This is an optimization exercise on Yosys and OpenROAD, whose aim is small area, not a production implementation. At most, simulation tests tie the RTL to the original design; equivalence was not proved. No driver is modelled on the clock port, so clock power and skew are understated where the tree is cut down; a real chip needs a root buffer or a tree.

Setup of JK:
Design uart_core, start of the top module:
module uart_core
#(
	parameter DATA_BITS=8
	,parameter BAUD_BITS=16
	,parameter ERR_BITS=2
	,parameter UART_ADDR_BITS=8
	,parameter UART_DATA_BITS=32
)
(
	input wire clk  
	,input wire nRst  
	,input wire [UART_ADDR_BITS-1:0] addrIn  
	,input wire [UART_DATA_BITS-1:0] dataIn  
	,output wire [UART_DATA_BITS-1:0] dataOut  
	,input wire wr  
	,input wire valid  
	,output wire ready  
	,output wire irq  
	,output reg uartTxLine  
	,input wire uartRxLine  
);
For scale: roughly 4900 µm² of cells after synthesis.
export LEC_CHECK = 0
export CAP_MARGIN = 0
export CORE_MARGIN = 2
export CORE_UTILIZATION = 60
export GPL_TIMING_DRIVEN = 0
export SLEW_MARGIN = 0
create_clock -name core_clock -period 10.0 [get_ports {clk}]
standard.sh (not shown) runs the stock make flow with config.mk's settings and CLKGATE_MAP_FILE= SYNTH_SCRIPT=/design/flow/synth_recipe.tcl, a recipe that flattens the netlist after the stock synthesis.
==> flow/flow/run.sh <==
#!/bin/bash
# Own layout flow: the standard flow (standard.sh) with these changes:
#  1. after the standard synthesis, the combinational logic is re-mapped by
#     ABC for area (flow/remap.ys); every register keeps its instance, name
#     and cell type from the standard synthesis;
#  2. port buffers are sky130_fd_sc_hd__buf_1 instead of the default choice;
#  3. a small clock tree of its own in place of TritonCTS (flow/cts.tcl):
#     the clock port drives 4 clkbuf_16, each feeding a cluster of flip-flops;
#  4. constant outputs share the synthesis's tie cells (SKIP_REPAIR_TIE_FANOUT).
# Each tool's output goes to a log file in the work folder.
set -euo pipefail
W=$(pwd)
R=$W/orfs/results/$FLOW_PLATFORM/uart_core/base
LIB=$FLOW_HOME/platforms/$FLOW_PLATFORM/lib/sky130_fd_sc_hd__tt_025C_1v80.lib
YOSYS=${YOSYS_EXE:-$(command -v yosys || echo "$FLOW_HOME/../tools/install/yosys/bin/yosys")}
export BUFFER_PORTS_ARGS="-buffer_cell sky130_fd_sc_hd__buf_1"
export SKIP_REPAIR_TIE_FANOUT=1

bash standard.sh synth > "$W/flow_1_synth.log" 2>&1

cp "$R/1_2_yosys.v" "$W/1_2_yosys_standard.v"
MAP="strash;dch,-f;amap;strash;dch,-f;amap;strash;dch,-f;amap;topo"
SCRIPTS=(
  "$MAP"
  "rewrite,-z;refactor,-z;rewrite,-z;$MAP"
  "rewrite,-z;refactor,-z;resub,-z;rewrite,-z;$MAP"
  "rewrite,-z;refactor,-z;resub,-z;rewrite,-z;resub,-z;refactor,-z;rewrite,-z;$MAP"
  "rewrite,-z;refactor,-z;resub,-z;rewrite,-z;resub,-K,8,-N,2,-z;refactor,-z;resub,-K,10,-N,2,-z;rewrite,-z;$MAP"
  "rewrite,-z;refactor,-z;rewrite,-z;rewrite,-z;refactor,-z;rewrite,-z;$MAP"
  "dch,-f;if,-K,4;mfs2,-a;strash;rewrite,-z;refactor,-z;$MAP"
  "rewrite,-z;refactor,-z;resub,-z;rewrite,-z;&get,-n;&deepsyn,-J,300,-S,0;&put;$MAP"
  "rewrite,-z;refactor,-z;resub,-z;rewrite,-z;&get,-n;&deepsyn,-J,300,-S,1;&put;$MAP"
  "rewrite,-z;refactor,-z;resub,-z;rewrite,-z;&get,-n;&deepsyn,-J,300,-S,2;&put;$MAP"
  "rewrite,-z;refactor,-z;resub,-z;rewrite,-z;&get,-n;&deepsyn,-J,300,-S,3;&put;$MAP"
  "&get,-n;&deepsyn,-J,300,-S,0;&put;$MAP"
  "&get,-n;&deepsyn,-J,300,-S,1;&put;$MAP"
)
# each script is checked by ABC's own equivalence check (cec) against its input
best=""; bestArea=""
# the scripts run in parallel, NUM_CORES at a time
for i in "${!SCRIPTS[@]}"; do
  script="+strash;write_blif,$W/remap_in_$i.blif;${SCRIPTS[$i]};cec,$W/remap_in_$i.blif"
  sed -e "s#@LIB@#$LIB#g" -e "s#@IN@#$W/1_2_yosys_standard.v#" -e "s#@OUT@#$W/remap_$i.v#" \
    -e "s#@SCRIPT@#${script//&/\\&}#" "$W/flow/remap.ys" > "$W/remap_$i.ys"
  while (( $(jobs -rp | wc -l) >= ${NUM_CORES:-4} )); do sleep 1; done
  ( "$YOSYS" -s "$W/remap_$i.ys" > "$W/flow_2_remap_$i.log" 2>&1; echo $? > "$W/remap_$i.rc" ) &
done
wait
for i in "${!SCRIPTS[@]}"; do
  if [[ "$(cat "$W/remap_$i.rc")" == 0 ]] && [[ -s "$W/remap_$i.v" ]] \
    && grep -q "Networks are equivalent" "$W/flow_2_remap_$i.log" \
    && ! grep -qi "not equivalent" "$W/flow_2_remap_$i.log"; then
    a=$(python3 "$W/flow/area.py" "$LIB" "$W/remap_$i.v")
    echo "remap script $i: area $a" >> "$W/flow_2_remap.log"
    if [[ -z "$bestArea" ]] || python3 -c "import sys; sys.exit(0 if $a < $bestArea else 1)"; then
      best=$i; bestArea=$a
    fi
  fi
done
echo "kept remap script $best: area $bestArea" >> "$W/flow_2_remap.log"
[[ -n "$best" ]]
cp "$W/remap_$best.v" "$W/1_2_yosys_remap.v"
cp "$W/1_2_yosys_remap.v" "$R/1_2_yosys.v"
touch "$R/1_2_yosys.v"

bash standard.sh place > "$W/flow_3_place.log" 2>&1

MCTS_RESULTS="$R" MCTS_LIB="$LIB" MCTS_NBUF=4 MCTS_BUF=sky130_fd_sc_hd__clkbuf_16 MCTS_CLK=clk \
  openroad -no_init -exit "$W/flow/cts.tcl" > "$W/flow_4_cts.log" 2>&1
cp "$R/4_1_cts.odb" "$R/4_cts.odb"
touch "$R/4_cts.sdc"

bash standard.sh > "$W/flow_5_layout.log" 2>&1
Other scripts of this flow, unchanged in this note and not shown: flow/flow/area.py, flow/flow/cts.tcl, flow/flow/cts_manual.tcl, flow/flow/remap.ys
Modified inputs, MS compared to JK
diff --git a/flow/design.v b/flow/design.v
--- a/flow/design.v
+++ b/flow/design.v
@@ -32,20 +32,19 @@
 	wire wv=valid&wr;
 	reg [7:0] txData;	 
 	reg txStart;
 	reg enTx;
 	reg enRx;
 	reg testMode;
 	reg cfgParity;
 	reg cfgStop;
 	reg cfgOs;
-	reg [15:1] cfgDiv;	 
-	reg cfgSet;
+	reg [15:1] cfgDiv;
 	reg rstTxIn,rstTxD,rstTx;
 	reg rstRxIn,rstRxD,rstRx;
 	reg [7:0] intMask;
 	reg [3:0] intClr;
 	reg txBusyIntr;
 	reg [7:0] dOut;
 	reg [3:0] intPend;
 	localparam TX_IDLE=4'd14;
 	reg [3:0] txc;
@@ -70,52 +69,51 @@
 			txData<=dataIn[7:0];
 	always @(posedge clk)
 	begin
 		rstTxD<=rstTxIn;
 		rstRxD<=rstRxIn;
 		txBusyIntr<=txWrite&txBusyAll;
 		intClr<=(wv&a24)? dataIn[3:0]:4'd0;
 		if(wv&a08&~(txBusy|rxBusy))
 		begin
-			cfgDiv<=dataIn[15:1];
 			cfgOs<=dataIn[16];
 			cfgParity<=dataIn[17];
 			cfgStop<=dataIn[18];
 		end
 	end
 	always @(posedge clk,negedge nRst)
 	begin
 		if(~nRst)
 		begin
 			txStart<=0;
 			enTx<=0;
 			enRx<=0;
 			testMode<=0;
-			cfgSet<=0;
+			cfgDiv<=0;
 			rstTxIn<=0;
 			rstTx<=1;
 			rstRxIn<=0;
 			rstRx<=1;
 			intMask<=0;
 			dOut<=0;
 			intPend<=0;
 		end
 		else
 		begin
 			rstTx<=rstTxIn&~rstTxD;
 			rstRx<=rstRxIn&~rstRxD;
 			if(txWrite&~txBusyAll)
 				txStart<=1;
 			else if(txBusy)
 				txStart<=0;
 			intPend<=(~intClr)&(intPend|(intMask[3:0]&{txBusyIntr,rxErr,rxReady}));
 			if(wv&a08&~(txBusy|rxBusy))
-				cfgSet<=1;
+				cfgDiv<=dataIn[15:1];
 			if(wv&a0C)
 			begin
 				if(dataIn[0])
 					enTx<=1;
 				else if(~txBusy)
 					enTx<=0;
 				if(dataIn[1])
 					enRx<=1;
 				else if(~rxBusy)
@@ -149,37 +147,41 @@
 			end
 		end
 	end
 	reg [15:0] bCnt;
 	reg bLevel;
 	reg [3:0] bTx;
 	reg bFirst;
 	wire [14:0] half=cfgDiv[15:1];
 	wire [16:0] bInc={1'b0,bCnt}+17'd1;
-	wire bWrap=cfgSet&(half!=15'd0)&(bInc>={2'b0,half});
+	wire bWrap=(half!=15'd0)&(bInc>={2'b0,half});
 	wire tickRx=bWrap&~bLevel;
 	wire tickTx=tickRx&(cfgOs? (bTx==4'b0111):(bTx[2:0]==3'b011));
 	wire bClr=bWrap|bFirst;
 	always @(posedge clk)
 	begin
 		bCnt<=(bInc[15:0]&{16{~bClr}})|{15'd0,bFirst};
 		bLevel<=~bFirst&(bLevel^bWrap);
 	end
-	always @(posedge clk)
-		if(bFirst)
-			bTx<=4'd0;
-		else if(tickRx)
-			bTx<=bTx+4'd1;
 	always @(posedge clk,negedge nRst)
+	begin
 		if(~nRst)
+		begin
 			bFirst<=1;
+			bTx<=0;
+		end
 		else
+		begin
 			bFirst<=0;
+			if(tickRx)
+				bTx<=bTx+4'd1;
+		end
+	end
 	wire txBit=txData[txc[2:0]];
 	always @(posedge clk)
 		if(tickTx)
 		begin
 			if(txc==4'd15)
 				txPar<=cfgParity;
 			else if(~txc[3])
 				txPar<=txPar^txBit;
 		end
==> comparison <==
MS carries fewer flip-flops than JK. The synthesized area per cell number comes out lower for MS vs JK. When MS is set beside JK, its final core area utilization turns out to be 1.8 points smaller. When MS is set beside JK, its fmax turns out to be about 26% larger. Diff MS and JK: number of buffer and inverter stages on the critical path lower in JK. In the reports for MS and JK, the smaller actual slew at the worst max-slew pin belongs to JK. Re minimum clock period after layout: MS and JK aren't equal, and the lower value belongs to MS. Looking only at largest stage delay on the critical path, and setting everything else aside, the lower value of MS and JK goes to MS. Layout overhead on the synthesized area: JK vs MS, no meaningful difference. Met3 track demand over resource in global routing in MS vs JK: up 0.40 points. Compared with JK, MS shows filler cell count in the final layout that has gone up by more than 10%. Compared with JK, MS improves pre-CTS worst setup slack. NOTE total placed cells including tap cells JK->MS increased by a few percent. Between MS and JK, the worst setup slack for register-to-register paths is higher for MS.
The RTL of JK was laid out without a check of its function. No run of this note takes its clock network from TritonCTS; it comes from the design's own scripts or RTL.

re-timing with driven ports:
No port has a modelled driver above. Below, the same layouts with a new extraction and two added sets of constraints.
Step 1 assumes that a clkbuf_16 drives the clock port and a buf_2 every other input.
Step 2, shift: input delay + t, output delay - t, t = (earliest + latest rising clock arrival at the registers) / 2. This alone moves slack from input paths to output paths.
Slacks: ideal ports / drivers / drivers and shift; pairs: ideal ports / drivers.
run | t (ns) | setup WS [ns] | worst hold slack (ns) | worst register clock-pin slew, ns | worst data-port slew with drivers (ns)
JK | 0.241 | 3.538 / 3.538 / 3.538 | 0.348 / 0.348 / 0.348 | 0.12 / 0.12 | 0.03
MS | 0.250 | 4.865 / 4.865 / 4.865 | 0.351 / 0.351 / 0.351 | 0.12 / 0.12 | 0.04
After both steps setup and hold are still met in every run listed.
